What follows belongs to an exercise in optimizing a design on an open flow for small area; a production flow would make more cautious choices. At most, simulation tests tie the RTL to the original design; equivalence was not proved. Function not checked in run 7: the RTL went through the layout flow alone. The flow treats the clock pin as an ideal source. Dropping or thinning the clock tree relies on that and would not hold on a real chip. Power figures rest on the tool's default switching activity, not on a simulated workload.

[flow/abc_area.script]
strash
dch
amap
topo
[standard.sh]
#!/bin/bash
# synth_recipe.tcl (not shown) runs the flow's synth.tcl, then flattens the netlist and writes it again
# the make line also repeats each setting of config.mk as NAME=value (left out here)
make -C /OpenROAD-flow-scripts/flow DESIGN_CONFIG=/design/flow/config.mk WORK_HOME=/design/flow/orfs CLKGATE_MAP_FILE= SYNTH_SCRIPT=/design/flow/synth_recipe.tcl "${@:-finish}"
[constraint.sdc]
create_clock -name core_clock -period 6.0 [get_ports {clk}]
set_input_delay 1.2000 -clock core_clock [delete_from_list [all_inputs] [get_ports {clk}]]
set_output_delay 1.2000 -clock core_clock [all_outputs]
set_load 0.01 [all_outputs]
[flow/post_cts.tcl]
# After CTS: remove the clock tree's branch buffers, the buffers between the
# root buffer and the leaf buffers, and drive the leaf buffers from the root
# buffer directly. Every register keeps the same number of clock buffers
# (root and leaf) on its clock path.
set block [ord::get_db_block]
proc cw_is_clkbuf {inst} {
  return [string match "sky130_fd_sc_hd__clkbuf_*" [[$inst getMaster] getName]]
}
proc cw_out_net {inst} {
  foreach it [$inst getITerms] {
    if {[$it isOutputSignal]} { return [$it getNet] }
  }
  return "NULL"
}
set clk_net [$block findNet clk]
set roots {}
foreach it [$clk_net getITerms] { lappend roots [$it getInst] }
puts "cw_post_cts: clock port drives [llength $roots] cell(s)"
if {[llength $roots] == 1 && [cw_is_clkbuf [lindex $roots 0]]} {
  set root [lindex $roots 0]
  set rnet [cw_out_net $root]
  set branches {}
  foreach it [$rnet getITerms] {
    set inst [$it getInst]
    if {$inst == $root} { continue }
    if {![cw_is_clkbuf $inst]} { continue }
    set onet [cw_out_net $inst]
    set ok 1
    foreach it2 [$onet getITerms] {
      set i2 [$it2 getInst]
      if {$i2 == $inst} { continue }
      if {![cw_is_clkbuf $i2]} { set ok 0 }
    }
    if {$ok} { lappend branches $inst }
  }
  foreach inst $branches {
    set onet [cw_out_net $inst]
    set loads {}
    foreach it2 [$onet getITerms] {
      if {[$it2 getInst] != $inst} { lappend loads $it2 }
    }
    foreach it2 $loads {
      $it2 disconnect
      $it2 connect $rnet
    }
    puts "cw_post_cts: removed branch buffer [$inst getName] ([llength $loads] leaf buffers moved to the root)"
    odb::dbInst_destroy $inst
    odb::dbNet_destroy $onet
  }
  estimate_parasitics -placement
  report_clock_skew
}
[design.v]
`timescale 1ns / 1ps
module  n4fpga_PWM_detection #(
	parameter				WIDTH = 20              
	) (
	input 					clock_3,
	input 					RGBval,                  
	input                   Reset,                   
	output reg	[WIDTH-1:0]	high_counter,            
	output reg	[WIDTH-1:0]	low_counter              
	);
	reg			[WIDTH-1:0]	run;                     
	reg			[WIDTH-1:0]	frz;                     
	reg 					lastval;                 
	localparam NG = 2;
	localparam GS = (WIDTH + NG - 1) / NG;           
	wire rise, fall;                                 
	wire lastval_d;
	wire [NG-1:0] ld_h, hd_h, ld_l, hd_l, ld_f, keep_c, keep_f;
	cw_nor2b u_rise (.a(lastval), .bn(RGBval),  .y(rise));    
	cw_nor2b u_fall (.a(RGBval),  .bn(lastval), .y(fall));    
	cw_nor2b u_last (.a(Reset), .bn(RGBval), .y(lastval_d));
	genvar g;
	generate
		for (g = 0; g < NG; g = g + 1) begin : g_ctl
			cw_nor2b u_ldh  (.a(Reset), .bn(rise), .y(ld_h[g]));    
			cw_nor2  u_hdh  (.a(Reset), .b(rise),  .y(hd_h[g]));    
			cw_nor2b u_ldl  (.a(Reset), .bn(fall), .y(ld_l[g]));    
			cw_nor2  u_hdl  (.a(Reset), .b(fall),  .y(hd_l[g]));    
			cw_nor3  u_kc   (.a(Reset), .b(rise), .c(fall), .y(keep_c[g]));  
			cw_nor2  u_ldf  (.a(Reset), .b(keep_c[g]), .y(ld_f[g]));  
			cw_nor3  u_kf   (.a(Reset), .b(rise), .c(fall), .y(keep_f[g]));  
		end
	endgenerate
	wire [WIDTH-1:0] run_d, frz_d, high_d, low_d;
	wire [WIDTH-1:0] carry;                          
	wire [WIDTH-1:0] cnt_x;
	assign carry[1] = run[0];
	cw_nor2b u_b0 (.a(run[0]), .bn(keep_c[0]), .y(run_d[0]));
	genvar i;
	generate
		for (i = 1; i < WIDTH; i = i + 1) begin : g_cnt
			cw_oai21 u_x (.a(run[i]), .b(carry[i]), .c(keep_c[i/GS]), .y(cnt_x[i]));
			cw_aoi21 u_y (.a(run[i]), .b(carry[i]), .c(cnt_x[i]), .y(run_d[i]));
			if (i < WIDTH - 1) begin : g_c
				cw_and2 u_c (.a(carry[i]), .b(run[i]), .y(carry[i+1]));
			end
		end
		for (i = 0; i < WIDTH; i = i + 1) begin : g_hold
			cw_ao22 u_f (.a(ld_f[i/GS]), .b(run[i]), .c(keep_f[i/GS]), .d(frz[i]),          .y(frz_d[i]));
			cw_ao22 u_h (.a(ld_h[i/GS]), .b(frz[i]), .c(hd_h[i/GS]), .d(high_counter[i]), .y(high_d[i]));
			cw_ao22 u_l (.a(ld_l[i/GS]), .b(frz[i]), .c(hd_l[i/GS]), .d(low_counter[i]),  .y(low_d[i]));
		end
	endgenerate
	always @(posedge clock_3) begin
		lastval      <= lastval_d;
		run          <= run_d;
		frz          <= frz_d;
		high_counter <= high_d;
		low_counter  <= low_d;
	end
endmodule
module cw_nor2 (input a, input b, output y);
	assign y = ~(a | b);
endmodule
module cw_nor2b (input a, input bn, output y);
	assign y = ~a & bn;
endmodule
module cw_nor3 (input a, input b, input c, output y);
	assign y = ~(a | b | c);
endmodule
module cw_and2 (input a, input b, output y);
	assign y = a & b;
endmodule
module cw_oai21 (input a, input b, input c, output y);
	assign y = ~((a | b) & c);
endmodule
module cw_aoi21 (input a, input b, input c, output y);
	assign y = ~((a & b) | c);
endmodule
module cw_ao22 (input a, input b, input c, input d, output y);
	assign y = (a & b) | (c & d);
endmodule
`timescale 1ns / 1ps
module color_wheel_pwm (
    input               clk,
    input               reset,           
    input               rgb_red,
    input               rgb_green,
    input               rgb_blue,
    output [19:0]       red_high,
    output [19:0]       red_low,
    output [19:0]       green_high,
    output [19:0]       green_low,
    output [19:0]       blue_high,
    output [19:0]       blue_low
);
n4fpga_PWM_detection #(.WIDTH(20)) Red
           (
               .clock_3(clk),
               .Reset(reset),
               .RGBval(rgb_red),
               .high_counter(red_high),
               .low_counter(red_low)
           );
n4fpga_PWM_detection #(.WIDTH(20)) Green
           (
               .clock_3(clk),
               .Reset(reset),
               .RGBval(rgb_green),
               .high_counter(green_high),
               .low_counter(green_low)
           );
n4fpga_PWM_detection #(.WIDTH(20)) Blue
           (
               .clock_3(clk),
               .Reset(reset),
               .RGBval(rgb_blue),
               .high_counter(blue_high),
               .low_counter(blue_low)
           );
endmodule
[config.mk]
export PLATFORM = sky130hd
export DESIGN_NAME = color_wheel_pwm
export DESIGN_NICKNAME = color_wheel_pwm
export VERILOG_FILES = /design/flow/design.v
export SDC_FILE = /design/flow/constraint.sdc
export NUM_CORES = 4
export LEC_CHECK = 0
export ABC_AREA = 1
export ABC_CLOCK_PERIOD_IN_PS = 6000
export CAP_MARGIN = 5
export CORE_MARGIN = 2
export CORE_UTILIZATION = 40
export CTS_BUF_LIST = sky130_fd_sc_hd__clkbuf_8 sky130_fd_sc_hd__clkbuf_16
export CTS_CLUSTER_DIAMETER = 100
export CTS_CLUSTER_SIZE = 30
export GPL_TIMING_DRIVEN = 0
export SLEW_MARGIN = 5
export SYNTH_HIERARCHICAL = 1
[flow/run.sh]
#!/bin/bash
# Layout flow: the standard ORFS flow (standard.sh) with three changes.
#  1. Synthesis maps logic with an area-oriented ABC script (amap) instead of
#     ORFS's delay-oriented one; everything else in synthesis is unchanged
#     (same registers, same names).
#  2. Port buffers use the smallest buffer cell (buf_1).
#  3. CTS uses no dummy loads and larger sink clusters, and after CTS the
#     branch buffers between the root and the leaf buffers are removed
#     (flow/post_cts.tcl).
# Each make run's full output goes to a log file in the work folder; ORFS
# also keeps its per-step logs under orfs/logs.
set -euo pipefail
W=$PWD

rm -rf "$W/scripts_area"
cp -r "$FLOW_HOME/scripts" "$W/scripts_area"
cp "$W/flow/abc_area.script" "$W/scripts_area/abc_area.script"

bash "$W/standard.sh" SCRIPTS_DIR="$W/scripts_area" synth > "$W/flow_synth.log" 2>&1

bash "$W/standard.sh" \
  BUFFER_PORTS_ARGS="-buffer_cell sky130_fd_sc_hd__buf_1" \
  CTS_ARGS="$(cat "$W/flow/cts_args.txt")" \
  POST_CTS_TCL="$W/flow/post_cts.tcl" \
  finish > "$W/flow_layout.log" 2>&1
[flow/cts_args.txt]
-sink_clustering_enable -repair_clock_nets -dont_use_dummy_load -buf_list {sky130_fd_sc_hd__clkbuf_8} -sink_clustering_size 20 -sink_clustering_max_diameter 150
==> results of run 1 <==
-- final cells by class --
| type | count | area, sq um |
|---|---|---|
| Clock buffer | 14 | 193 |
| Multi-Input combinational cell | 402 | 2760 |
| Timing Repair Buffer | 124 | 467 |
| Sequential cell | 243 | 4860 |
| Tap cell | 234 | 293 |
| Fill cell | 1725 | 10100 |
-- path summary, 6_finish.rpt --
check / from / to / slack (ns) / depth (start not counted)
setup / recovery: Blue.run[0]$_DFF_P_ / Blue.run[19]$_DFF_P_ / 1.86 / 20
hold / removal: Red.run[3]$_DFF_P_ / Red.frz[3]$_DFF_P_ / 0.43 / 1
setup reg to reg: Blue.run[0]$_DFF_P_ / Blue.run[19]$_DFF_P_ / 1.86 / 20
hold reg to reg: Red.run[3]$_DFF_P_ / Red.frz[3]$_DFF_P_ / 0.43 / 1
-- per-module statistics from Yosys (local to each module, per instance), excerpt --
module,cell area (sq um),flops+latches,cells inside,times used
cw_and2,6.26,0,1,54
cw_ao22,8.76,0,1,180
cw_aoi21,5.00,0,1,57
cw_nor2,3.75,0,1,18
cw_nor2b,6.26,0,1,24
cw_nor3,5.00,0,1,12
cw_oai21,5.00,0,1,57
-- cells by family after synthesis --
group / after synthesis
AND/OR/NAND/NOR: 108
flip-flops: 243
AO/OA/AOI/OAI: 294
-- routing by layer --
layer  track usage  vias to the layer above  part of all wire  wire, microns
met1         0.206                     2516              0.49           7710
met4        0.0605                        0             0.016            253
met5             0                        -                 0              0
met3        0.0491                       17             0.057            907
li1              -                     2722                 -              -
met2         0.246                      129              0.44           7010
-- worst max-delay path: stages, from the launching register on --
cell and delay, ns:
dfxtp_1 0.40, and2_0 0.20, and2_0 0.20, and2_0 0.20, and2_0 0.19, and2_0 0.18
and2_0 0.18, and2_0 0.18, and2_0 0.19, and2_0 0.20, and2_0 0.18, and2_0 0.18
and2_0 0.18, and2_0 0.18, and2_0 0.19, and2_0 0.20, and2_0 0.22, and2_0 0.20
and2_0 0.16, o21ai_0 0.09, a21oi_1 0.16
-- placed cells by master, fill, tap and decap left out, drive strengths merged --
cell type | synthesis | routed
and2 | 54 | 54
nor2b | 24 | 24
buf | 0 | 124
clkbuf | 0 | 14
o21ai | 57 | 57
dfxtp | 243 | 243
nor2 | 18 | 18
a22o | 180 | 180
a21oi | 57 | 57
nor3 | 12 | 12
-- power by group --
group          switching, uW  internal (uW)
clock                    454            210
combinational           64.6           12.6
sequential              5.59           1620
total                    525           1840
-- stage by stage --
| step | cells | power [uW] | area [sq um] |
|---|---|---|---|
| floorplan | 645 | 1710 | 7630 |
| global placement | 1003 | 1740 | 8390 |
| detailed placement | 1003 | 1740 | 8390 |
| global route | 1017 | 2460 | 8580 |
| finish | 1017 | 2370 | 8580 |
==> out/results.tsv, run 1 <==
metric	value	unit
asr flop ratio synth	0	
largest family of logic cells by synthesized area	compound AO/OA/AOI/OAI gates	
global route overflow	0	
maximum number of pins on one net before global-route repair	46	
Synth Area in XOR/XNOR	0	
DP HPWL	11000	microns
port bufs	124	
final layout net count	790	
power per cell area	276	nW/um^2
# DRC	0	
Worst setup EP type	register	
post-route ant nets	0	
Synth warnings	7	
Hold WC Path Type	reg2reg	
I/O pin total	125	
share of layout cells above drive strength 1	0.0192	
top cell type by total area after synthesis	dfxtp_1	
Slew Limit Headroom	0.187	
global-route wire length before repair	25200	microns
crit start category	register	
Simple-Gate Fraction of Synth Area	0.0807	
die area	20200	sq um
sequential-to-total area share from yosys stat	0.638	
critical path class	reg2reg	
drt initial violations	197	
DIE HEIGHT	142	microns
Final setup viols	0	
n_diodes	0	
fmax	242	MHz
Primary FF master, synth	dfxtp_1	
mux contribution to synthesized area	0	
drt wl/cell	15.6	microns
GP Congestion	0.726	
largest cells by area after synthesis	dfxtp_1, a22o_1, and2_0	
cell row count	50	
Starting Density	0.408	
dominant cell by count in the synthesized netlist	dfxtp_1	
Slew Viols, Final	0	
latest clock arrival within the worst-skew pair	0.47	ns
Hold Slack	0.429	ns
final hold vios	0	
status	finished clean	
total core area	18700	sq um
clk sinks	243	
setup slack at placement	1.90	ns
vias in the first global route	4976	
max-cap violation count	0	
period utilization	0.690	
Clock transition at path regs	0.11	ns
Final Util	0.459	
Fin Clk Skew	0.0686	ns
top-area cell type share of the netlist area	0.638	
critical-path maximum fanout	5	
syn avg cell area	11.8	sq um
Cell Area, Synth	7630	sq um
Post-synth EDFFs	0	
initial antenna violation count	0	
final worst slack	1.86	ns
synth cell count leaders	dfxtp_1, a22o_1, a21oi_1, o21ai_0, and2_0	
vias per cell	5.29	
Peak VDD IR	0.213	mV
CP required	6.41	ns
Routed WL	15900	microns
GRT Total Usage	0.158	
Static Leak	0.00316	uW
area delta synth->final	12.5	%
Synth Area in Compound Gates	0.281	
Yosys reg bits	243	
post-synthesis adder-cell area fraction	0	
RSZ-0062 raised after global routing	no	
Synth cell types	8	
Least-Margin Pin Slew	1.21	ns
Initial DRT Pass Iterations	4	
synthesized netlist net count	650	
Final min period	4.14	ns
arrival time of the worst setup path	4.55	ns
TNS Setup	0	ns
die span in x	142	microns
Synth Instances	645	
Vias	5384	
==> run 2, diff against run 1 <==
==> flow/run.sh (replaced) <==
#!/bin/bash
set -euo pipefail
W=$PWD

rm -rf "$W/scripts_area"
cp -r "$FLOW_HOME/scripts" "$W/scripts_area"
cp "$W/flow/abc_area.script" "$W/scripts_area/abc_area.script"

bash "$W/standard.sh" SCRIPTS_DIR="$W/scripts_area" synth > "$W/flow_synth.log" 2>&1

bash "$W/standard.sh" \
  BUFFER_PORTS_ARGS="-buffer_cell sky130_fd_sc_hd__buf_1" \
  CTS_ARGS="$(cat "$W/flow/cts_args.txt")" \
  POST_CTS_TCL="$W/flow/post_cts.tcl" \
  finish > "$W/flow_layout.log" 2>&1
--- a/config.mk
+++ b/config.mk
@@ -10,9 +10,6 @@
 export CAP_MARGIN = 5
 export CORE_MARGIN = 2
 export CORE_UTILIZATION = 40
-export CTS_BUF_LIST = sky130_fd_sc_hd__clkbuf_8 sky130_fd_sc_hd__clkbuf_16
-export CTS_CLUSTER_DIAMETER = 100
-export CTS_CLUSTER_SIZE = 30
 export GPL_TIMING_DRIVEN = 0
 export SLEW_MARGIN = 5
 export SYNTH_HIERARCHICAL = 1
==> run 2 against run 1 <==
- first-iteration DRC count unchanged
- sequential share of layout area stayed put
- routed wire length unchanged
- worst setup slack did not move
- synthesized cell count unchanged
- critical path depth is the same
- clock skew is the same
- utilization did not move
- hold slack is the same
- largest cell class unchanged
==> out/results.tsv, run 2 <==
metric	value	unit
Sequential Power Share	0.687	
cell row count	50	
area delta synth->final	12.5	%
Sw Share	0.222	
port bufs	124	
vias in the first global route	4976	
Post-synth EDFFs	0	
DP HPWL	11000	microns
top cell type by total area after synthesis	dfxtp_1	
Vias	5384	
period utilization	0.690	
drt initial violations	197	
commonest non-fill, non-tap cells in the layout	dfxtp_1, a22o_1, buf_1, o21ai_0, a21oi_1	
asr flop ratio synth	0	
TNS Setup	0	ns
power share of the combinational group	0.033	
final std cells w/o fill	1017	
global-route wire length before repair	25200	microns
Pwr Total	2370	uW
n_diodes	0	
clk sinks	243	
Cell Area, Synth	7630	sq um
synth cell count leaders	dfxtp_1, a22o_1, a21oi_1, o21ai_0, and2_0	
final hold vios	0	
Synth warnings	7	
Placed Instance Area	8390	sq um
die span in x	142	microns
I/O pin total	125	
DIE HEIGHT	142	microns
CP required	6.41	ns
worst reg2reg path depth	20	
critical path class	reg2reg	
worst reg2reg setup slack	1.86	ns
die area	20200	sq um
Static Leak	0.00316	uW
initial antenna violation count	0	
GRT Total Usage	0.158	
Slew Limit Headroom	0.187	
Setup crit start	Blue.run[0]$_DFF_P_	
power per cell area	276	nW/um^2
Synth Instances	645	
Final setup viols	0	
post-route cell area	8580	sq um
synthesized netlist net count	650	
vias per cell	5.29	
Worst Setup EP	Blue.run[19]$_DFF_P_	
latest clock arrival within the worst-skew pair	0.47	ns
largest cells by area after synthesis	dfxtp_1, a22o_1, and2_0	
Clock transition at path regs	0.11	ns
maximum number of pins on one net before global-route repair	46	
sequential-to-total area share from yosys stat	0.638	
Fin Clk Skew	0.0686	ns
global route overflow	0	
Least-Margin Pin Slew	1.21	ns
RR Startpoint	Blue.run[0]$_DFF_P_	
syn avg cell area	11.8	sq um
fmax	242	MHz
GP Congestion	0.726	
# DRC	0	
share of layout cells above drive strength 1	0.0192	
Primary FF master, synth	dfxtp_1	
Worst setup EP type	register	
arrival time of the worst setup path	4.55	ns
dominant cell by count in the synthesized netlist	dfxtp_1	
placed insts	1003	
Synth cell types	8	
Peak VDD IR	0.213	mV
Final min period	4.14	ns
Hold WC Path Type	reg2reg	
Internal	1840	uW
Filler cells	1725	
Starting Density	0.408	
top-area cell type share of the netlist area	0.638	
clock share of power	0.281	
drt wl/cell	15.6	microns
RSZ-0062 raised after global routing	no	
critical-path maximum fanout	5	
status	finished clean	
final layout net count	790	
Hold Slack	0.429	ns
Routed WL	15900	microns
Yosys reg bits	243	
max-cap violation count	0	
reg-to-reg endpoint	Blue.run[19]$_DFF_P_	
Slew Viols, Final	0	
Sw Pwr	525	uW
Initial DRT Pass Iterations	4	
post-route ant nets	0	
total core area	18700	sq um
crit start category	register	
most common cell after layout, fill and taps aside	dfxtp_1	
run 2: cell counts after synthesis:
Identical to the previous run, type by type.
run 2: final cells by class:
| type | instances | area [sq um] | area share |
|---|---|---|---|
| repair buffers | 124 | 467 | 0.0544 |
| flip-flops and latches | 243 | 4860 | 0.567 |
| multi-input cells | 402 | 2760 | 0.322 |
| well taps | 234 | 293 | 0.0341 |
| clock buffers | 14 | 193 | 0.0225 |
run 2: worst min-delay path by stage:
stage,cells after the start,endpoint,startpoint,slack [ns]
2_1_floorplan,1,Blue.run[19]$_DFF_P_,Blue.run[19]$_DFF_P_,0.43
3_3_place_gp,1,Red.run[19]$_DFF_P_,Red.run[19]$_DFF_P_,0.45
3_5_place_dp,1,Blue.run[19]$_DFF_P_,Blue.run[19]$_DFF_P_,0.45
5_1_grt,1,Red.frz[3]$_DFF_P_,Red.run[3]$_DFF_P_,0.45
6_report,1,Red.frz[3]$_DFF_P_,Red.run[3]$_DFF_P_,0.43
run 2: power groups by stage:
| stage | combinational (uW) | sequential (uW) | clock (uW) |
|---|---|---|---|
| 2_1_floorplan | 47.3 | 1660 | 0 |
| 3_3_place_gp | 75.4 | 1660 | 0 |
| 3_5_place_dp | 77.7 | 1660 | 0 |
| 5_1_grt | 85.9 | 1630 | 751 |
| 6_report | 77.2 | 1630 | 664 |
run 2: logic make-up after synthesis:
| group | synth area share |
|---|---|
| AND/OR/NAND/NOR | 0.0807 |
| AO/OA/AOI/OAI | 0.281 |
| flip-flops | 0.638 |
run 2: critical path, stage by stage (launching register included):
cell and delay, ns:
dfxtp_1 0.40, and2_0 0.20, and2_0 0.20, and2_0 0.20, and2_0 0.19, and2_0 0.18
and2_0 0.18, and2_0 0.18, and2_0 0.19, and2_0 0.20, and2_0 0.18, and2_0 0.18
and2_0 0.18, and2_0 0.18, and2_0 0.19, and2_0 0.20, and2_0 0.22, and2_0 0.20
and2_0 0.16, o21ai_0 0.09, a21oi_1 0.16
run 2: routing by layer:
metal,GRT usage,wire [microns],vias to the layer above
met4,0.0605,253,0
met1,0.206,7710,2516
met3,0.0491,907,17
met2,0.246,7010,129
met5,0,0,-
li1,-,-,2722
run 2: through the flow:
step / setup slack (ns) / util
3_5_place_dp: 1.90 / 0.448
3_3_place_gp: 1.99 / 0.448
5_1_grt: 1.28 / 0.459
6_report: 1.86 / 0.459
2_1_floorplan: 2.30 / -
run 2: modules after synthesis, one instance, submodules excluded, a selection:
| module | cell area, sq um | flip-flops and latches |
|---|---|---|
| cw_nor2b | 6.26 | 0 |
| cw_aoi21 | 5.00 | 0 |
| cw_nor3 | 5.00 | 0 |
| cw_nor2 | 3.75 | 0 |
| cw_ao22 | 8.76 | 0 |
| cw_and2 | 6.26 | 0 |
| cw_oai21 | 5.00 | 0 |
==> run 3, diff against run 2 <==
--- a/design.v
+++ b/design.v
@@ -10,15 +10,15 @@
 	);
 	reg			[WIDTH-1:0]	run;                     
 	reg			[WIDTH-1:0]	frz;                     
-	reg 					lastval;                 
+	reg 					lastval_n;               
 	localparam NG = 2;
 	localparam GS = (WIDTH + NG - 1) / NG;           
 	wire rise, fall;                                 
-	wire lastval_d;
+	wire lastval_n_d;
 	wire [NG-1:0] ld_h, hd_h, ld_l, hd_l, ld_f, keep_c, keep_f;
-	cw_nor2b u_rise (.a(lastval), .bn(RGBval),  .y(rise));    
-	cw_nor2b u_fall (.a(RGBval),  .bn(lastval), .y(fall));    
-	cw_nor2b u_last (.a(Reset), .bn(RGBval), .y(lastval_d));
+	cw_and2  u_rise (.a(RGBval), .b(lastval_n), .y(rise));    
+	cw_nor2  u_fall (.a(RGBval), .b(lastval_n), .y(fall));    
+	cw_nand2b u_last (.an(Reset), .b(RGBval), .y(lastval_n_d));  
 	genvar g;
 	generate
 		for (g = 0; g < NG; g = g + 1) begin : g_ctl
@@ -52,7 +52,7 @@
 		end
 	endgenerate
 	always @(posedge clock_3) begin
-		lastval      <= lastval_d;
+		lastval_n    <= lastval_n_d;
 		run          <= run_d;
 		frz          <= frz_d;
 		high_counter <= high_d;
@@ -64,6 +64,9 @@
 endmodule
 module cw_nor2b (input a, input bn, output y);
 	assign y = ~a & bn;
+endmodule
+module cw_nand2b (input an, input b, output y);
+	assign y = an | ~b;
 endmodule
 module cw_nor3 (input a, input b, input c, output y);
 	assign y = ~(a | b | c);
==> run 3 against run 2 <==
- sequential power hardly changed
- global-route usage is 0.24 points higher
- die area hardly changed
- clock power is 0.8% lower
- synthesized cell count stayed put
- first-iteration DRC count is 49% higher
- clock skew is 0.0016 ns higher
- sequential share of layout area hardly changed
- synthesized area hardly changed
- routed wire length is 0.32% lower
- final cell count stayed put
- count of clock-buffer cells in the layout stayed put
- largest power group unchanged
==> out/results.tsv, run 3 <==
metric	value	unit
status	finished clean	
power share of the combinational group	0.032	
Synth cell types	9	
Slew Limit Headroom	0.178	
I/O pin total	125	
area delta synth->final	12.5	%
sequential-to-total area share from yosys stat	0.638	
WP buf/inv	0	
maximum number of pins on one net before global-route repair	46	
# DRC	0	
Starting Density	0.407	
die span in x	142	microns
Final setup viols	0	
worst reg2reg path depth	20	
setup slack at placement	1.90	ns
TNS Setup	0	ns
post-route cell area	8570	sq um
Clock transition at path regs	0.12	ns
GRT Total Usage	0.160	
n_diodes	0	
Final min period	4.13	ns
Cell Area, Synth	7620	sq um
RSZ-0062 raised after global routing	no	
multi-input logic area	2760	sq um
Worst setup EP type	register	
fmax	242	MHz
Vias	5397	
Least-Margin Pin Slew	1.22	ns
CP required	6.41	ns
cell row count	50	
worst reg2reg setup slack	1.87	ns
largest cells by area after synthesis	dfxtp_1, a22o_1, and2_0	
Post-synth EDFFs	0	
Static Leak	0.00315	uW
arrival time of the worst setup path	4.54	ns
most common cell after layout, fill and taps aside	dfxtp_1	
final hold vios	0	
GP Congestion	0.709	
drt wl/cell	15.6	microns
top-area cell type share of the netlist area	0.638	
post-route ant nets	0	
min-delay src	Red.run[4]$_DFF_P_	
Pwr Total	2360	uW
Filler cells	1802	
vias in the first global route	5014	
latest clock arrival within the worst-skew pair	0.47	ns
Sequential Power Share	0.689	
synthesized netlist net count	650	
die area	20200	sq um
register area	4860	sq um
power per cell area	275	nW/um^2
final layout net count	790	
reg-to-reg endpoint	Red.run[19]$_DFF_P_	
Synth warnings	7	
commonest non-fill, non-tap cells in the layout	dfxtp_1, a22o_1, buf_1	
top cell type by total area after synthesis	dfxtp_1	
syn avg cell area	11.8	sq um
Sw Share	0.220	
slowest stage delay, CP	0.42	ns
period utilization	0.688	
DP HPWL	11100	microns
port bufs	124	
WHS Endpoint	Red.frz[4]$_DFF_P_	
global route overflow	0	
max-cap violation count	0	
clock share of power	0.279	
Hold WC Path Type	reg2reg	
vias per cell	5.31	
Routed WL	15800	microns
Synth Instances	645	
share of layout cells above drive strength 1	0.0192	
total core area	18700	sq um
Internal	1840	uW
Hold Slack	0.443	ns
asr flop ratio synth	0	
Crit-path slowest cell	dfxtp_1	
Slew Viols, Final	0	
drt initial violations	294	
global-route wire length before repair	25900	microns
RR Startpoint	Red.run[0]$_DFF_P_	
final worst slack	1.87	ns
clk sinks	243	
synth cell count leaders	dfxtp_1, a22o_1, a21oi_1, and2_0, o21ai_0	
critical path class	reg2reg	
dominant cell by count in the synthesized netlist	dfxtp_1	
crit path cell chain	and2_0 > and2_0 > and2_0 > and2_0 > and2_0 > and2_0 > and2_0 > and2_0 > and2_0 > and2_0 > and2_0 > and2_0 > and2_0 > and2_0 > and2_0 > and2_0 > and2_0 > and2_0 > o21ai_0 > a21oi_1	
Yosys reg bits	243	
CP top delay family	simple AND/OR/NAND/NOR gates	
Initial DRT Pass Iterations	4	
hold path depth	1	
most frequent CP cell	and2_0	
Sw Pwr	518	uW
Peak VDD IR	0.114	mV
crit start category	register	
Primary FF master, synth	dfxtp_1	
Placed Instance Area	8380	sq um
initial antenna violation count	0	
critical-path maximum fanout	5	
DIE HEIGHT	142	microns
Fin Clk Skew	0.0702	ns
-- run 3: cell count changes in the layout (fill, tap and decap cells not counted) --
cell | before | now
nor2_1 | 18 | 21
nor2b_1 | 24 | 15
nand2b_1 | 0 | 3
and2_0 | 54 | 57
-- run 3: final cells by class --
class	count	share of cell area
Tap cell	234	0.0342
Timing Repair Buffer	124	0.0544
Clock buffer	14	0.0225
Multi-Input combinational cell	402	0.321
Sequential cell	243	0.568
-- run 3: stage by stage --
step / utilization / std cells
after floorplan: - / 645
after global placement: 0.448 / 1003
after detailed placement: 0.448 / 1003
after global routing: 0.458 / 1017
final: 0.458 / 1017
-- run 3: cell families after synthesis --
kind of cell | Yosys count | synth area share
DFF | 243 | 0.638
AOI/OAI and AO/OA | 294 | 0.282
and+or+nand+nor | 108 | 0.0798
-- run 3: worst max path at each step --
stage,to,cells after the start,from
floorplan,Blue.run[19]$_DFF_P_,20,Blue.run[0]$_DFF_P_
global placement,Blue.frz[16]$_DFF_P_,4,reset
detailed placement,Red.run[19]$_DFF_P_,20,Red.run[0]$_DFF_P_
global route,Blue.run[19]$_DFF_P_,20,Blue.run[0]$_DFF_P_
finish,Red.run[19]$_DFF_P_,20,Red.run[0]$_DFF_P_
-- run 3: power groups by stage --
| stage | combinational (uW) | clock [uW] | sequential [uW] |
|---|---|---|---|
| floorplan | 47.0 | 0 | 1660 |
| global route | 84.2 | 753 | 1630 |
| global placement | 72.5 | 0 | 1660 |
| finish | 75.0 | 659 | 1630 |
| detailed placement | 75.4 | 0 | 1660 |
-- run 3: metal layers --
metal  up-vias  part of all wire  track usage
li1       2728                 -            -
met5         -                 0            0
met2       101              0.46        0.243
met3        11             0.037       0.0421
met1      2557              0.49        0.221
met4         0             0.011       0.0584
-- run 3: modules after synthesis, one instance, submodules excluded, excerpt --
module / area (sq um) / times used
cw_nor2b: 6.26 / 15
cw_oai21: 5.00 / 57
cw_nand2b: 6.26 / 3
cw_aoi21: 5.00 / 57
cw_nor3: 5.00 / 12
cw_and2: 6.26 / 57
cw_nor2: 3.75 / 21
cw_ao22: 8.76 / 180
==> run 4, diff against run 3 <==
==> flow/cts_args.txt (replaced) <==
-sink_clustering_enable -repair_clock_nets -dont_use_dummy_load -buf_list {sky130_fd_sc_hd__clkbuf_8} -sink_clustering_size 22 -sink_clustering_max_diameter 150
--- a/flow/post_cts.tcl
+++ b/flow/post_cts.tcl
@@ -50,3 +50,52 @@
   estimate_parasitics -placement
   report_clock_skew
 }
+
+# Then make the clock tree of inverters: the root buffer and the leaf buffers
+# become inverters (two inversions on every register's clock path, as before
+# two buffers). An inv_8 drives the leaf loads with a faster edge than a
+# clkbuf_8 and takes less area.
+proc cw_to_inverter {inst master_name} {
+  set block [ord::get_db_block]
+  set master [[ord::get_db] findMaster $master_name]
+  set name [$inst getName]
+  set loc [$inst getLocation]
+  set orient [$inst getOrient]
+  set in_net [[$inst findITerm A] getNet]
+  set out_net [[$inst findITerm X] getNet]
+  odb::dbInst_destroy $inst
+  set new [odb::dbInst_create $block $master $name]
+  $new setOrient $orient
+  $new setLocation [lindex $loc 0] [lindex $loc 1]
+  $new setPlacementStatus PLACED
+  $new setSourceType TIMING
+  [$new findITerm A] connect $in_net
+  [$new findITerm Y] connect $out_net
+  return $new
+}
+set clk_net [$block findNet clk]
+set roots {}
+foreach it [$clk_net getITerms] { lappend roots [$it getInst] }
+if {[llength $roots] == 1 && [cw_is_clkbuf [lindex $roots 0]]} {
+  set root [lindex $roots 0]
+  set rnet [cw_out_net $root]
+  set leaves {}
+  set ok 1
+  foreach it [$rnet getITerms] {
+    set inst [$it getInst]
+    if {$inst == $root} { continue }
+    if {![cw_is_clkbuf $inst]} { set ok 0 }
+    lappend leaves $inst
+  }
+  if {$ok} {
+    foreach inst $leaves { cw_to_inverter $inst sky130_fd_sc_hd__inv_8 }
+    cw_to_inverter $root sky130_fd_sc_hd__inv_12
+    puts "cw_post_cts: clock tree made of inverters: root and [llength $leaves] leaves"
+    global_connect
+    detailed_placement
+    check_placement -verbose
+    estimate_parasitics -placement
+    report_clock_skew
+    report_check_types -max_slew -max_capacitance -violators
+  }
+}
==> run 4 against run 3 <==
- total power decreased by 1.8%
- fmax increased by 0.57%
- first-iteration DRC count decreased by 8.2%
- clock skew increased by 0.0034 ns
- critical endpoint is now Blue.run[19]$_DFF_P_
==> out/results.tsv, run 4 <==
metric	value	unit
Hold Slack	0.427	ns
fmax	244	MHz
Slew Limit Headroom	0.180	
TNS Setup	0	ns
initial antenna violation count	0	
largest cells by area after synthesis	dfxtp_1, a22o_1, and2_0	
top cell type by total area after synthesis	dfxtp_1	
Internal	1710	uW
multi-input logic area	2760	sq um
dominant cell by count in the synthesized netlist	dfxtp_1	
final hold vios	0	
GRT Total Usage	0.160	
post-route ant nets	0	
most common cell after layout, fill and taps aside	dfxtp_1	
Pwr Total	2320	uW
final layout net count	789	
RR Startpoint	Blue.run[0]$_DFF_P_	
Crit-path slowest cell	dfxtp_1	
synthesized netlist net count	650	
Synth Instances	645	
status	finished clean	
Primary FF master, synth	dfxtp_1	
I/O pin total	125	
share of layout cells above drive strength 1	0.0179	
DP HPWL	11100	microns
power share of the combinational group	0.032	
DIE HEIGHT	142	microns
commonest non-fill, non-tap cells in the layout	dfxtp_1, a22o_1, buf_1	
arrival time of the worst setup path	4.27	ns
setup slack at placement	1.90	ns
drt initial violations	270	
total core area	18700	sq um
Starting Density	0.407	
area delta synth->final	12.0	%
Filler cells	1814	
clock share of power	0.266	
Least-Margin Pin Slew	1.22	ns
crit start category	register	
Final setup viols	0	
drt wl/cell	15.5	microns
vias per cell	5.32	
Vias	5406	
Synth cell types	9	
port bufs	124	
critical path class	reg2reg	
Routed WL	15700	microns
Sw Pwr	605	uW
Post-synth EDFFs	0	
latest clock arrival within the worst-skew pair	0.24	ns
crit path cell chain	and2_0 > and2_0 > and2_0 > and2_0 > and2_0 > and2_0 > and2_0 > and2_0 > and2_0 > and2_0 > and2_0 > and2_0 > and2_0 > and2_0 > and2_0 > and2_0 > and2_0 > and2_0 > o21ai_0 > a21oi_1	
global route overflow	0	
Peak VDD IR	0.220	mV
sequential-to-total area share from yosys stat	0.638	
most frequent CP cell	and2_0	
Sequential Power Share	0.702	
Cell Area, Synth	7620	sq um
maximum number of pins on one net before global-route repair	46	
placed insts	1003	
cell row count	50	
vias in the first global route	5028	
period utilization	0.684	
Setup crit start	Blue.run[0]$_DFF_P_	
global-route wire length before repair	25800	microns
Hold WC Path Type	reg2reg	
RSZ-0062 raised after global routing	no	
Worst setup EP type	register	
max-cap violation count	0	
register area	4860	sq um
final std cells w/o fill	1016	
Synth warnings	7	
Yosys reg bits	243	
Sw Share	0.261	
# DRC	0	
clk sinks	243	
Slew Viols, Final	0	
asr flop ratio synth	0	
syn avg cell area	11.8	sq um
die span in x	142	microns
Static Leak	0.00313	uW
power per cell area	272	nW/um^2
Initial DRT Pass Iterations	5	
Fin Clk Skew	0.0737	ns
top-area cell type share of the netlist area	0.638	
slowest stage delay, CP	0.41	ns
min-delay src	Red.run[0]$_DFF_P_	
Clock transition at path regs	0.11	ns
Final min period	4.10	ns
final worst slack	1.90	ns
n_diodes	0	
critical-path maximum fanout	5	
synth cell count leaders	dfxtp_1, a22o_1, a21oi_1, and2_0, o21ai_0	
CP required	6.17	ns
die area	20200	sq um
GP Congestion	0.709	
[run 4: cell counts after synthesis]
Identical to the previous run, type by type.
[run 4: path summary, 6_finish.rpt]
| kind | to | slack, ns | cells after the start |
|---|---|---|---|
| setup / recovery | Blue.run[19]$_DFF_P_ | 1.90 | 20 |
| hold / removal | Red.run[1]$_DFF_P_ | 0.43 | 1 |
| setup reg to reg | Blue.run[19]$_DFF_P_ | 1.90 | 20 |
| hold reg to reg | Red.run[1]$_DFF_P_ | 0.43 | 1 |
[run 4: modules after synthesis, one instance, submodules excluded, excerpt]
module     cells  cell area (sq um)  flip-flops and latches
cw_ao22        1               8.76                       0
cw_nor2        1               3.75                       0
cw_nand2b      1               6.26                       0
cw_nor2b       1               6.26                       0
cw_oai21       1               5.00                       0
cw_nor3        1               5.00                       0
cw_aoi21       1               5.00                       0
cw_and2        1               6.26                       0
[run 4: cell families after synthesis]
family,count (synthesis),synth area share
flip-flops,243,0.638
AND/OR/NAND/NOR,108,0.0798
AO/OA/AOI/OAI,294,0.282
[run 4: critical path: cells and delay by family (launching register included)]
kind	cells	cell delay, ns
AND/OR/NAND/NOR	18	3.38
flip-flops	1	0.41
AO/OA/AOI/OAI	2	0.25
[run 4: routing by layer]
layer  share of wire  GRT usage  vias up
met5               0          0        -
met4           0.016     0.0595        0
met3           0.045     0.0451       17
met2            0.45      0.244      106
met1            0.48      0.216     2555
li1                -          -     2728
[run 4: layout make-up]
cell class,count,share of cell area
Tap cell,234,0.0343
Clock inverter,13,0.0177
Timing Repair Buffer,124,0.0547
Sequential cell,243,0.570
Multi-Input combinational cell,402,0.323
[run 4: per-stage QoR]
stage	utilization	area, sq um
2_1_floorplan	-	7620
3_3_place_gp	0.448	8380
3_5_place_dp	0.448	8380
5_1_grt	0.456	8530
6_report	0.456	8530
[run 4: power by group through the flow]
stage | combinational (uW) | clock (uW) | sequential (uW)
final | 74.9 | 615 | 1630
after global routing | 84.1 | 706 | 1630
after detailed placement | 75.4 | 0 | 1660
after global placement | 72.5 | 0 | 1660
after floorplan | 47.0 | 0 | 1660
==> run 5, diff against run 4 <==
==> flow/cts_args.txt (replaced) <==
-sink_clustering_enable -repair_clock_nets -dont_use_dummy_load -buf_list {sky130_fd_sc_hd__clkbuf_8} -sink_clustering_size 25 -sink_clustering_max_diameter 150
--- a/flow/post_cts.tcl
+++ b/flow/post_cts.tcl
@@ -89,7 +89,7 @@
   }
   if {$ok} {
     foreach inst $leaves { cw_to_inverter $inst sky130_fd_sc_hd__inv_8 }
-    cw_to_inverter $root sky130_fd_sc_hd__inv_12
+    cw_to_inverter $root sky130_fd_sc_hd__inv_8
     puts "cw_post_cts: clock tree made of inverters: root and [llength $leaves] leaves"
     global_connect
     detailed_placement
==> run 5 against run 4 <==
- critical endpoint unchanged
- sequential power is essentially flat
- final cell count fell by 0.20%
- design area down 0.32%
- hold slack better by 0.035 ns
- synthesized cell count did not move
- clock skew fell by 0.051 ns
- register-to-register slack lost 0.03 ns
- sequential share of layout area increased by 0.18 points
- worst setup slack got worse by 0.031 ns
- routed wire length up 0.19%
- die area stayed put
==> out/results.tsv, run 5 <==
metric	value	unit
Starting Density	0.407	
initial antenna violation count	0	
RSZ-0062 raised after global routing	no	
GRT Total Usage	0.158	
DP HPWL	11100	microns
Initial DRT Pass Iterations	4	
Synth warnings	7	
met3 GRT Util	0.0269	
Clock transition at path regs	0.12	ns
Primary FF master, synth	dfxtp_1	
Hold WC Path Type	reg2reg	
Synth Instances	645	
port bufs	124	
total core area	18700	sq um
Final min period	4.13	ns
GR Util met1	0.220	
latest clock arrival within the worst-skew pair	0.27	ns
Routed WL	15800	microns
Vias	5406	
maximum number of pins on one net before global-route repair	46	
GRT met2 Usage	0.243	
Post-synth EDFFs	0	
dominant cell by count in the synthesized netlist	dfxtp_1	
DIE HEIGHT	142	microns
Least-Margin Pin Slew	1.20	ns
final hold vios	0	
I/O pin total	125	
crit path cell chain	and2_0 > and2_0 > and2_0 > and2_0 > and2_0 > and2_0 > and2_0 > and2_0 > and2_0 > and2_0 > and2_0 > and2_0 > and2_0 > and2_0 > and2_0 > and2_0 > and2_0 > and2_0 > o21ai_0 > a21oi_1	
Filler cells	1809	
period utilization	0.689	
status	finished clean	
GP Congestion	0.709	
synth cell count leaders	dfxtp_1, a22o_1, a21oi_1, and2_0, o21ai_0	
Crit-path slowest cell	dfxtp_1	
max-cap violation count	0	
Worst setup EP type	register	
global route overflow	0	
clk sinks	243	
die area	20200	sq um
Cell Area, Synth	7620	sq um
final layout net count	787	
Peak VDD IR	0.200	mV
fmax	242	MHz
arrival time of the worst setup path	4.34	ns
slowest stage delay, CP	0.41	ns
Yosys reg bits	243	
CP required	6.21	ns
TNS Setup	0	ns
vias per cell	5.33	
most common cell after layout, fill and taps aside	dfxtp_1	
most frequent CP cell	and2_0	
largest cells by area after synthesis	dfxtp_1, a22o_1, and2_0	
drt initial violations	280	
Placed Instance Area	8380	sq um
cell row count	50	
Final setup viols	0	
# DRC	0	
commonest non-fill, non-tap cells in the layout	dfxtp_1, a22o_1, buf_1	
drt wl/cell	15.6	microns
global-route wire length before repair	25800	microns
Slew Viols, Final	0	
sequential-to-total area share from yosys stat	0.638	
vias in the first global route	4998	
Fin Clk Skew	0.0223	ns
n_diodes	0	
synthesized netlist net count	650	
Synth cell types	9	
Slew Limit Headroom	0.193	
share of layout cells above drive strength 1	0.0154	
asr flop ratio synth	0	
multi-input logic area	2760	sq um
critical-path maximum fanout	5	
post-route ant nets	0	
power per cell area	269	nW/um^2
top-area cell type share of the netlist area	0.638	
post-route cell area	8500	sq um
critical path class	reg2reg	
Static Leak	0.00312	uW
syn avg cell area	11.8	sq um
GRT busiest layer	met2	
area delta synth->final	11.6	%
crit start category	register	
die span in x	142	microns
register area	4860	sq um
top cell type by total area after synthesis	dfxtp_1	
## run 5: cell counts after synthesis
Identical to the previous run, type by type.
## run 5: per-layer routing
metal / vias up / routed length [microns]
met1: 2578 / 7830
met3: 17 / 469
met5: - / 0
li1: 2727 / -
met2: 84 / 7200
met4: 0 / 271
## run 5: report_power, final
part	internal (uW)	switching (uW)	leakage (uW)
Sequential	1620	6.08	0.00196
Clock	65.6	517	0.0000666
Combinational	12.3	62.9	0.00109
## run 5: area by class of cell
cell class | instances | area share
tap | 234 | 0.0344
sequential | 243 | 0.572
timing repair buffer | 124 | 0.0549
clock inverter | 11 | 0.0146
multi-input combinational | 402 | 0.324
## run 5: per-module statistics from Yosys (local to each module, per instance), excerpt
module / cells inside / copies in the design / area (sq um)
cw_and2: 1 / 57 / 6.26
cw_nor2: 1 / 21 / 3.75
cw_nor3: 1 / 12 / 5.00
cw_nand2b: 1 / 3 / 6.26
cw_aoi21: 1 / 57 / 5.00
cw_nor2b: 1 / 15 / 6.26
## run 5: cells by family (layout without fill, tap and decap cells)
family / count (synthesis) / in the layout / synth area share
and+or+nand+nor: 108 / 108 / 0.0798
buffers and inverters: 0 / 135 / 0
DFF: 243 / 243 / 0.638
AOI/OAI and AO/OA: 294 / 294 / 0.282
## run 5: path summary, 6_finish.rpt
kind | cells past startpoint | startpoint | slack, ns | end
worst max-delay path | 20 | Blue.run[0]$_DFF_P_ | 1.87 | Blue.run[19]$_DFF_P_
worst min-delay path | 1 | Green.run[19]$_DFF_P_ | 0.46 | Green.run[19]$_DFF_P_
worst max register to register | 20 | Blue.run[0]$_DFF_P_ | 1.87 | Blue.run[19]$_DFF_P_
worst min register to register | 1 | Green.run[19]$_DFF_P_ | 0.46 | Green.run[19]$_DFF_P_
## run 5: through the flow
stage / hold slack [ns] / instances / power, uW / worst slack (ns) / utilization
floorplan: 0.427 / 645 / 1710 / 2.30 / -
global placement: 0.451 / 1003 / 1730 / 1.87 / 0.448
finish: 0.462 / 1014 / 2290 / 1.87 / 0.455
detailed placement: 0.451 / 1003 / 1740 / 1.90 / 0.448
global route: 0.506 / 1014 / 2380 / 1.24 / 0.455
## run 5: critical path, delay by kind of cell, from the launching register on
kind | cells | cell delay [ns]
flops | 1 | 0.41
compound gates | 2 | 0.25
simple gates | 18 | 3.40
==> run 6, diff against run 5 <==
--- a/flow/post_cts.tcl
+++ b/flow/post_cts.tcl
@@ -89,7 +89,7 @@
   }
   if {$ok} {
     foreach inst $leaves { cw_to_inverter $inst sky130_fd_sc_hd__inv_8 }
-    cw_to_inverter $root sky130_fd_sc_hd__inv_8
+    cw_to_inverter $root sky130_fd_sc_hd__inv_12
     puts "cw_post_cts: clock tree made of inverters: root and [llength $leaves] leaves"
     global_connect
     detailed_placement
--- a/config.mk
+++ b/config.mk
@@ -9,7 +9,7 @@
 export ABC_CLOCK_PERIOD_IN_PS = 6000
 export CAP_MARGIN = 5
 export CORE_MARGIN = 2
-export CORE_UTILIZATION = 40
+export CORE_UTILIZATION = 70
 export GPL_TIMING_DRIVEN = 0
 export SLEW_MARGIN = 5
 export SYNTH_HIERARCHICAL = 1
==> run 6 against run 5 <==
- first-iteration DRC count increased by 25%
- synthesized cell count unchanged
- flip-flop and latch count unchanged
- clock skew increased by 0.010 ns
- still clean on timing, DRC and antenna
- worst setup slack got worse by 0.097 ns
- global-route usage increased by 10 points
- routed wire length decreased by 3.6%
- final cell count decreased by 9.3%
- highest routed layer unchanged
- fmax decreased by 2.3%
==> out/results.tsv, run 6 <==
metric	value	unit
Static Leak	0.00312	uW
fmax	236	MHz
die span in x	108	microns
Hold WC Path Type	reg2reg	
Slew Viols, Final	0	
I/O pin total	125	
Post-synth EDFFs	0	
Synth Area in XOR/XNOR	0	
Least-Margin Pin Slew	1.15	ns
drt wl/cell	16.5	microns
power per cell area	272	nW/um^2
final layout net count	787	
Final min period	4.23	ns
mux contribution to synthesized area	0	
initial antenna violation count	0	
Cell Area, Synth	7620	sq um
Synth Instances	645	
share of layout cells above drive strength 1	0.0154	
Routed WL	15200	microns
final hold vios	0	
Initial DRT Pass Iterations	4	
GP Congestion	0.736	
GRT Total Usage	0.262	
top cell type by total area after synthesis	dfxtp_1	
Peak VDD IR	0.255	mV
setup slack at placement	1.87	ns
n_diodes	0	
largest family of logic cells by synthesized area	compound AO/OA/AOI/OAI gates	
Hold Slack	0.478	ns
Starting Density	0.709	
vias per cell	6.08	
post-route cell area	8390	sq um
Worst setup EP type	register	
Synth cell types	9	
Yosys reg bits	243	
Placed Instance Area	8260	sq um
Final setup viols	0	
drt initial violations	350	
critical-path maximum fanout	5	
asr flop ratio synth	0	
clk sinks	243	
RSZ-0062 raised after global routing	no	
period utilization	0.705	
DIE HEIGHT	108	microns
largest cells by area after synthesis	dfxtp_1, a22o_1, and2_0	
Vias	5596	
synth cell count leaders	dfxtp_1, a22o_1, a21oi_1, and2_0, o21ai_0	
Synth Area in Compound Gates	0.282	
CP required	6.15	ns
Primary FF master, synth	dfxtp_1	
most common cell after layout, fill and taps aside	dfxtp_1	
arrival time of the worst setup path	4.38	ns
synthesized netlist net count	650	
die area	11700	sq um
sequential-to-total area share from yosys stat	0.638	
top-area cell type share of the netlist area	0.638	
post-synthesis adder-cell area fraction	0	
dominant cell by count in the synthesized netlist	dfxtp_1	
latest clock arrival within the worst-skew pair	0.22	ns
cell row count	38	
Clock transition at path regs	0.12	ns
syn avg cell area	11.8	sq um
final worst slack	1.77	ns
post-route ant nets	0	
global route overflow	0	
maximum number of pins on one net before global-route repair	46	
total core area	10700	sq um
DP HPWL	10600	microns
Slew Limit Headroom	0.227	
commonest non-fill, non-tap cells in the layout	dfxtp_1, a22o_1, buf_1	
area delta synth->final	10.1	%
Fin Clk Skew	0.0325	ns
vias in the first global route	5034	
Synth warnings	7	
TNS Setup	0	ns
port bufs	124	
max-cap violation count	0	
crit start category	register	
global-route wire length before repair	24500	microns
status	finished clean	
Simple-Gate Fraction of Synth Area	0.0798	
# DRC	0	
critical path class	reg2reg	
run 6: cell counts after synthesis:
Identical to the previous run, type by type.
run 6: cells by family after synthesis:
family             count (synthesis)
AOI/OAI and AO/OA                294
DFF                              243
and+or+nand+nor                  108
run 6: critical path: stages, from the launching register on:
cell     delay [ns]
dfxtp_1        0.39
and2_0         0.20
and2_0         0.20
and2_0         0.19
and2_0         0.18
and2_0         0.18
and2_0         0.19
and2_0         0.19
and2_0         0.19
and2_0         0.20
and2_0         0.18
and2_0         0.19
and2_0         0.19
and2_0         0.20
and2_0         0.21
and2_0         0.19
and2_0         0.20
and2_0         0.21
and2_0         0.20
o21ai_0        0.12
a21oi_1        0.19
run 6: worst paths after layout:
| path | from | endpoint | slack [ns] | cells after the start |
|---|---|---|---|---|
| worst max register to register | Red.run[0]$_DFF_P_ | Red.run[19]$_DFF_P_ | 1.77 | 20 |
| worst max-delay path | Red.run[0]$_DFF_P_ | Red.run[19]$_DFF_P_ | 1.77 | 20 |
| worst min register to register | Green.run[5]$_DFF_P_ | Green.run[5]$_DFF_P_ | 0.48 | 1 |
| worst min-delay path | Green.run[5]$_DFF_P_ | Green.run[5]$_DFF_P_ | 0.48 | 1 |
run 6: layout make-up:
cell class / instances / area, sq um
clock inverter: 11 / 129
fill: 715 / 2350
multi-input combinational: 402 / 2760
sequential: 243 / 4860
tap: 140 / 175
timing repair buffer: 124 / 467
run 6: through the flow:
step                power, uW  cells  utilization
floorplan                1710    645            -
global placement         1730    909        0.769
detailed placement       1730    909        0.769
global route             2350    920        0.781
finish                   2280    920        0.781
run 6: Yosys stat by module (local to each module, per instance), excerpt:
module,cells,flops+latches,copies in the design,area (sq um)
cw_nor2b,1,0,15,6.26
cw_nand2b,1,0,3,6.26
cw_nor2,1,0,21,3.75
cw_ao22,1,0,180,8.76
cw_aoi21,1,0,57,5.00
cw_nor3,1,0,12,5.00
cw_and2,1,0,57,6.26
cw_oai21,1,0,57,5.00
run 6: routing by layer:
layer,share of wire,track usage
met2,0.46,0.399
met3,0.049,0.0657
met5,0,0
met1,0.48,0.371
met4,0.016,0.0806
run 6: power by group:
part / switching (uW) / total (uW) / internal [uW] / leakage, uW
Sequential: 5.86 / 1630 / 1620 / 0.00196
Combinational: 61.6 / 73.9 / 12.3 / 0.00109
Clock: 509 / 579 / 70.0 / 0.0000678
Total: 576 / 2280 / 1700 / 0.00312
==> run 7, diff against run 6 <==
--- a/design.v
+++ b/design.v
@@ -11,7 +11,7 @@
 	reg			[WIDTH-1:0]	run;                     
 	reg			[WIDTH-1:0]	frz;                     
 	reg 					lastval_n;               
-	localparam NG = 2;
+	localparam NG = 1;
 	localparam GS = (WIDTH + NG - 1) / NG;           
 	wire rise, fall;                                 
 	wire lastval_n_d;
==> run 7 against run 6 <==
- still clean
- sequential share of layout area decreased by 0.13 points
- synthesized area shrank 1.3%
- register-to-register slack improved by 0.07 ns
- utilization up 3.0 points
- sequential power about the same
- combinational power up 8.3%
- clock skew fell by 0.0062 ns
- die area fell by 1.3%
- fmax rose by 1.7%
- total power increased by 0.14%
- design area grew 0.22%
- via count is 2.0% lower
- critical endpoint is now Blue.run[19]$_DFF_P_
- largest cell class unchanged
- largest power group unchanged
==> out/results.tsv, run 7 <==
metric	value	unit
vias in the first global route	5144	
Hold WC Path Type	reg2reg	
Synth Area in Compound Gates	0.286	
reg-to-reg endpoint	Blue.run[19]$_DFF_P_	
Routed WL	15300	microns
I/O pin total	125	
Least-Margin Pin Slew	0.938	ns
crit path cell chain	and2_0 > and2_0 > and2_0 > and2_0 > and2_0 > and2_0 > and2_0 > and2_0 > and2_0 > and2_0 > and2_0 > and2_0 > and2_0 > and2_0 > and2_0 > and2_0 > and2_0 > and2_0 > o21ai_0 > a21oi_1	
GP Congestion	0.749	
min-delay src	Red.run[19]$_DFF_P_	
Fin Clk Skew	0.0264	ns
Starting Density	0.725	
syn avg cell area	12.0	sq um
final layout net count	773	
crit start category	register	
drt initial violations	343	
Cell Area, Synth	7520	sq um
max-cap violation count	0	
latest clock arrival within the worst-skew pair	0.22	ns
Simple-Gate Fraction of Synth Area	0.0674	
maximum number of pins on one net before global-route repair	26	
most frequent CP cell	and2_0	
n_diodes	0	
global route overflow	0	
WHS Endpoint	Red.run[19]$_DFF_P_	
GRT Total Usage	0.270	
DP HPWL	10400	microns
dominant cell by count in the synthesized netlist	dfxtp_1	
setup slack at placement	1.89	ns
Clock transition at path regs	0.11	ns
Static Leak	0.00313	uW
Yosys reg bits	243	
critical-path maximum fanout	5	
Primary FF master, synth	dfxtp_1	
post-synthesis adder-cell area fraction	0	
Final setup viols	0	
DIE HEIGHT	108	microns
die area	11600	sq um
CP required	6.12	ns
top cell type by total area after synthesis	dfxtp_1	
worst reg2reg setup slack	1.84	ns
most common cell after layout, fill and taps aside	dfxtp_1	
Initial DRT Pass Iterations	5	
Synth warnings	7	
commonest non-fill, non-tap cells in the layout	dfxtp_1, a22o_1, buf_1	
top-area cell type share of the netlist area	0.647	
post-route ant nets	0	
synthesized netlist net count	629	
Vias	5486	
worst reg2reg path depth	20	
post-route cell area	8410	sq um
critical path class	reg2reg	
sequential-to-total area share from yosys stat	0.647	
WP buf/inv	0	
RSZ-0062 raised after global routing	no	
largest cells by area after synthesis	dfxtp_1, a22o_1, and2_0	
Filler cells	684	
Synth Area in XOR/XNOR	0	
final hold vios	0	
Worst setup EP type	register	
power per cell area	271	nW/um^2
Synth Instances	624	
Crit-path slowest cell	dfxtp_1	
Final min period	4.16	ns
Placed Instance Area	8250	sq um
initial antenna violation count	0	
vias per cell	6.08	
total core area	10400	sq um
Peak VDD IR	0.245	mV
share of layout cells above drive strength 1	0.0509	
Slew Limit Headroom	0.374	
Synth cell types	9	
port bufs	124	
arrival time of the worst setup path	4.28	ns
mux contribution to synthesized area	0	
hold path depth	1	
Slew Viols, Final	0	
cell row count	37	
die span in x	108	microns
CP top delay family	simple AND/OR/NAND/NOR gates	
global-route wire length before repair	24800	microns
status	finished clean	
RR Startpoint	Blue.run[0]$_DFF_P_	
clk sinks	243	
synth cell count leaders	dfxtp_1, a22o_1, a21oi_1, and2_0, o21ai_0	
period utilization	0.694	
slowest stage delay, CP	0.35	ns
# DRC	0	
TNS Setup	0	ns
asr flop ratio synth	0	
area delta synth->final	11.8	%
final worst slack	1.84	ns
Post-synth EDFFs	0	
largest family of logic cells by synthesized area	compound AO/OA/AOI/OAI gates	
fmax	240	MHz
drt wl/cell	16.9	microns
## run 7: cells by family after synthesis
| group | after synthesis |
|---|---|
| AOI/OAI and AO/OA | 294 |
| and+or+nand+nor | 87 |
| DFF | 243 |
## run 7: Yosys stat by module (local to each module, per instance), excerpt
module     cell area, sq um  copies in the design  flops+latches
cw_nor3                5.00                     6              0
cw_and2                6.26                    57              0
cw_oai21               5.00                    57              0
cw_ao22                8.76                   180              0
cw_nor2                3.75                    12              0
cw_nor2b               6.26                     9              0
cw_nand2b              6.26                     3              0
## run 7: layout make-up
| cell class | count | area (sq um) | share of cell area |
|---|---|---|---|
| Clock inverter | 11 | 129 | 0.0153 |
| Sequential cell | 243 | 4860 | 0.578 |
| Multi-Input combinational cell | 381 | 2720 | 0.323 |
| Timing Repair Buffer | 131 | 527 | 0.0626 |
| Tap cell | 136 | 170 | 0.0202 |
## run 7: through the flow
stage	hold slack (ns)	utilization	total power (uW)	std cells
after floorplan	0.428	-	1700	624
after global placement	0.442	0.786	1730	884
after detailed placement	0.449	0.796	1740	891
after global routing	0.494	0.811	2360	902
final	0.466	0.811	2280	902
## run 7: worst max path at each step
stage	startpoint	end	slack, ns	cells after the start
2_1_floorplan	Blue.run[0]$_DFF_P_	Blue.run[19]$_DFF_P_	2.30	20
3_3_place_gp	reset	Green.frz[7]$_DFF_P_	1.74	4
3_5_place_dp	Blue.run[0]$_DFF_P_	Blue.run[19]$_DFF_P_	1.89	20
5_1_grt	Blue.run[0]$_DFF_P_	Blue.run[19]$_DFF_P_	1.26	20
6_report	Blue.run[0]$_DFF_P_	Blue.run[19]$_DFF_P_	1.84	20
## run 7: per-layer routing
metal | share of wire | track usage
met5 | 0 | 0
met4 | 0.019 | 0.107
met3 | 0.048 | 0.0593
met2 | 0.48 | 0.436
met1 | 0.45 | 0.356
## run 7: power by group
part	switching (uW)	internal, uW	total, uW
sequential	5.81	1620	1630
combinational	64.1	15.8	80.0
clock	506	69.9	576
total	576	1710	2280
==> run 8, diff against run 7 <==
--- a/design.v
+++ b/design.v
@@ -11,7 +11,7 @@
 	reg			[WIDTH-1:0]	run;                     
 	reg			[WIDTH-1:0]	frz;                     
 	reg 					lastval_n;               
-	localparam NG = 1;
+	localparam NG = 2;
 	localparam GS = (WIDTH + NG - 1) / NG;           
 	wire rise, fall;                                 
 	wire lastval_n_d;
--- a/config.mk
+++ b/config.mk
@@ -9,7 +9,7 @@
 export ABC_CLOCK_PERIOD_IN_PS = 6000
 export CAP_MARGIN = 5
 export CORE_MARGIN = 2
-export CORE_UTILIZATION = 70
+export CORE_UTILIZATION = 40
 export GPL_TIMING_DRIVEN = 0
 export SLEW_MARGIN = 5
 export SYNTH_HIERARCHICAL = 1
==> run 8 against run 7 <==
- synthesized area grew 1.3%
- sequential share of layout area decreased by 0.67 points
- still clean on timing, DRC and antenna
- synthesized cell count is 3.4% higher
==> out/results.tsv, run 8 <==
metric	value	unit
status	finished clean	
Static Leak	0.00312	uW
power per cell area	269	nW/um^2
met3 wire length	469	microns
Routed WL	15800	microns
Final Util	0.455	
Primary FF master, synth	dfxtp_1	
Sw Pwr	586	uW
GRT Total Usage	0.158	
met1 WL	7830	microns
period utilization	0.689	
Synth cell types	9	
total core area	18700	sq um
fmax	242	MHz
Cell Area, Synth	7620	sq um
# DRC	0	
Yosys reg bits	243	
Slew Viols, Final	0	
Synth warnings	7	
RSZ-0062 raised after global routing	no	
latest clock arrival within the worst-skew pair	0.22	ns
uppermost layer routed	met4	
register area	4860	sq um
DP HPWL	11100	microns
initial antenna violation count	0	
clk sinks	243	
worst reg2reg path depth	20	
global-route wire length before repair	25800	microns
top cell type by total area after synthesis	dfxtp_1	
Starting Density	0.407	
drt wl/cell	15.6	microns
Final setup viols	0	
Vias	5406	
final worst slack	1.87	ns
most common cell after layout, fill and taps aside	dfxtp_1	
Worst setup EP type	register	
max-cap violation count	0	
commonest non-fill, non-tap cells in the layout	dfxtp_1, a22o_1, buf_1	
area delta synth->final	11.7	%
arrival time of the worst setup path	4.30	ns
sequential-to-total area share from yosys stat	0.638	
n_diodes	0	
Sw Share	0.256	
Peak VDD IR	0.204	mV
synthesized netlist net count	650	
port bufs	124	
DIE HEIGHT	142	microns
Hold WC Path Type	reg2reg	
Placed Instance Area	8380	sq um
setup slack at placement	1.90	ns
WHS Endpoint	Green.run[19]$_DFF_P_	
drt initial violations	280	
Filler cells	1809	
worst reg2reg setup slack	1.87	ns
post-route cell area	8510	sq um
largest cells by area after synthesis	dfxtp_1, a22o_1, and2_0	
hold path depth	1	
final layout net count	787	
asr flop ratio synth	0	
crit start category	register	
CP required	6.17	ns
global route overflow	0	
Met2 Wirelength	7200	microns
Sequential Power Share	0.711	
Slew Limit Headroom	0.193	
GP Congestion	0.709	
critical path class	reg2reg	
Post-synth EDFFs	0	
vias per cell	5.33	
Pwr Total	2290	uW
synth cell count leaders	dfxtp_1, a22o_1, a21oi_1, and2_0, o21ai_0	
share of layout cells above drive strength 1	0.0154	
reg-to-reg endpoint	Blue.run[19]$_DFF_P_	
clock share of power	0.257	
Fin Clk Skew	0.0216	ns
Initial DRT Pass Iterations	4	
critical-path maximum fanout	5	
power share of the combinational group	0.033	
die area	20200	sq um
TNS Setup	0	ns
dominant cell by count in the synthesized netlist	dfxtp_1	
syn avg cell area	11.8	sq um
Final min period	4.13	ns
cell row count	50	
multi-input logic area	2760	sq um
Least-Margin Pin Slew	1.20	ns
RR Startpoint	Blue.run[0]$_DFF_P_	
Synth Instances	645	
post-route ant nets	0	
I/O pin total	125	
maximum number of pins on one net before global-route repair	46	
Clock transition at path regs	0.12	ns
die span in x	142	microns
vias in the first global route	4998	
final hold vios	0	
min-delay src	Green.run[19]$_DFF_P_	
Internal	1700	uW
top-area cell type share of the netlist area	0.638	
-- run 8: changes by cell type in the layout (fill, tap and decap cells not counted), moves of 5 or more --
cell     delta
buf_4       -5
nor2_1     +18
nor2_2      -9
nor2b_1    +11
nor2b_2     -5
nor3_1     +12
nor3_2      -6
-- run 8: critical path: stages, from the launching register on --
cell	delay, ns
dfxtp_1	0.41
and2_0	0.19
and2_0	0.19
and2_0	0.18
and2_0	0.19
and2_0	0.19
and2_0	0.18
and2_0	0.22
and2_0	0.20
and2_0	0.20
and2_0	0.19
and2_0	0.20
and2_0	0.18
and2_0	0.18
and2_0	0.18
and2_0	0.19
and2_0	0.19
and2_0	0.19
and2_0	0.16
o21ai_0	0.09
a21oi_1	0.16
-- run 8: logic make-up after synthesis --
family	count (synthesis)	synth area share
flip-flops	243	0.638
AO/OA/AOI/OAI	294	0.282
AND/OR/NAND/NOR	108	0.0798
-- run 8: layer usage --
metal / global-route usage / vias to the layer above
met5: 0 / -
met3: 0.0269 / 17
met2: 0.243 / 84
li1: - / 2727
met1: 0.220 / 2578
met4: 0.0695 / 0
-- run 8: layout make-up --
| type | count | area share |
|---|---|---|
| sequential | 243 | 0.572 |
| multi-input combinational | 402 | 0.324 |
| timing repair buffer | 124 | 0.0549 |
| tap | 234 | 0.0344 |
| clock inverter | 11 | 0.0151 |
-- run 8: how the worst max path moves through the flow --
stage,startpoint,end,slack [ns],cells past startpoint
5_1_grt,Blue.run[0]$_DFF_P_,Blue.run[19]$_DFF_P_,1.24,20
3_5_place_dp,Red.run[0]$_DFF_P_,Red.run[19]$_DFF_P_,1.90,20
3_3_place_gp,reset,Blue.frz[16]$_DFF_P_,1.87,4
6_report,Blue.run[0]$_DFF_P_,Blue.run[19]$_DFF_P_,1.87,20
2_1_floorplan,Blue.run[0]$_DFF_P_,Blue.run[19]$_DFF_P_,2.30,20
-- run 8: modules after synthesis (local to each module, per instance), excerpt --
| module | cells inside | flops+latches | cell area (sq um) |
|---|---|---|---|
| cw_nand2b | 1 | 0 | 6.26 |
| cw_nor2b | 1 | 0 | 6.26 |
| cw_ao22 | 1 | 0 | 8.76 |
| cw_oai21 | 1 | 0 | 5.00 |
| cw_nor2 | 1 | 0 | 3.75 |
| cw_nor3 | 1 | 0 | 5.00 |
| cw_and2 | 1 | 0 | 6.26 |
| cw_aoi21 | 1 | 0 | 5.00 |
-- run 8: metrics by stage --
stage          std cells  hold WS [ns]
6_report            1014         0.462
5_1_grt             1014         0.505
2_1_floorplan        645         0.427
3_5_place_dp        1003         0.451
3_3_place_gp        1003         0.451
-- run 8: power groups by stage --
stage          clock, uW  sequential (uW)  combinational (uW)
3_3_place_gp           0             1660                72.5
5_1_grt              669             1630                84.3
6_report             587             1630                75.2
3_5_place_dp           0             1660                75.4
2_1_floorplan          0             1660                47.0

[re-timing with driven ports]
The flow's constraints put no driver on any port. The routed layouts listed below were extracted and timed again, unchanged, in two steps. Step 1 (the two cells are an assumption about what drives the block):
set clk [get_ports {clk}]
set_driving_cell -lib_cell sky130_fd_sc_hd__clkbuf_16 $clk
set_driving_cell -lib_cell sky130_fd_sc_hd__buf_2 [delete_from_list [all_inputs] $clk]
Step 2 also shifts input and output timing later by t, the mid clock arrival at the registers, as if the neighbouring blocks saw the same clock. Three values: no drivers, after step 1, after step 2; two values: the first two.
run | shift t [ns] | slack for setup (ns) | worst data-port slew with drivers (ns)
run 1 | 0.475 | 1.862 / 1.862 / 1.862 | 0.05
run 2 | 0.475 | 1.862 / 1.862 / 1.862 | 0.05
run 3 | 0.476 | 1.873 / 1.873 / 1.873 | 0.04
run 4 | 0.265 | 1.896 / 1.896 / 1.896 | 0.04
run 5 | 0.312 | 1.865 / 1.865 / 1.865 | 0.04
run 6 | 0.269 | 1.768 / 1.768 / 1.768 | 0.04
run 7 | 0.268 | 1.838 / 1.838 / 1.838 | 0.05
run 8 | 0.279 | 1.866 / 1.866 / 1.866 | 0.04
After both steps every run listed still meets setup and hold.
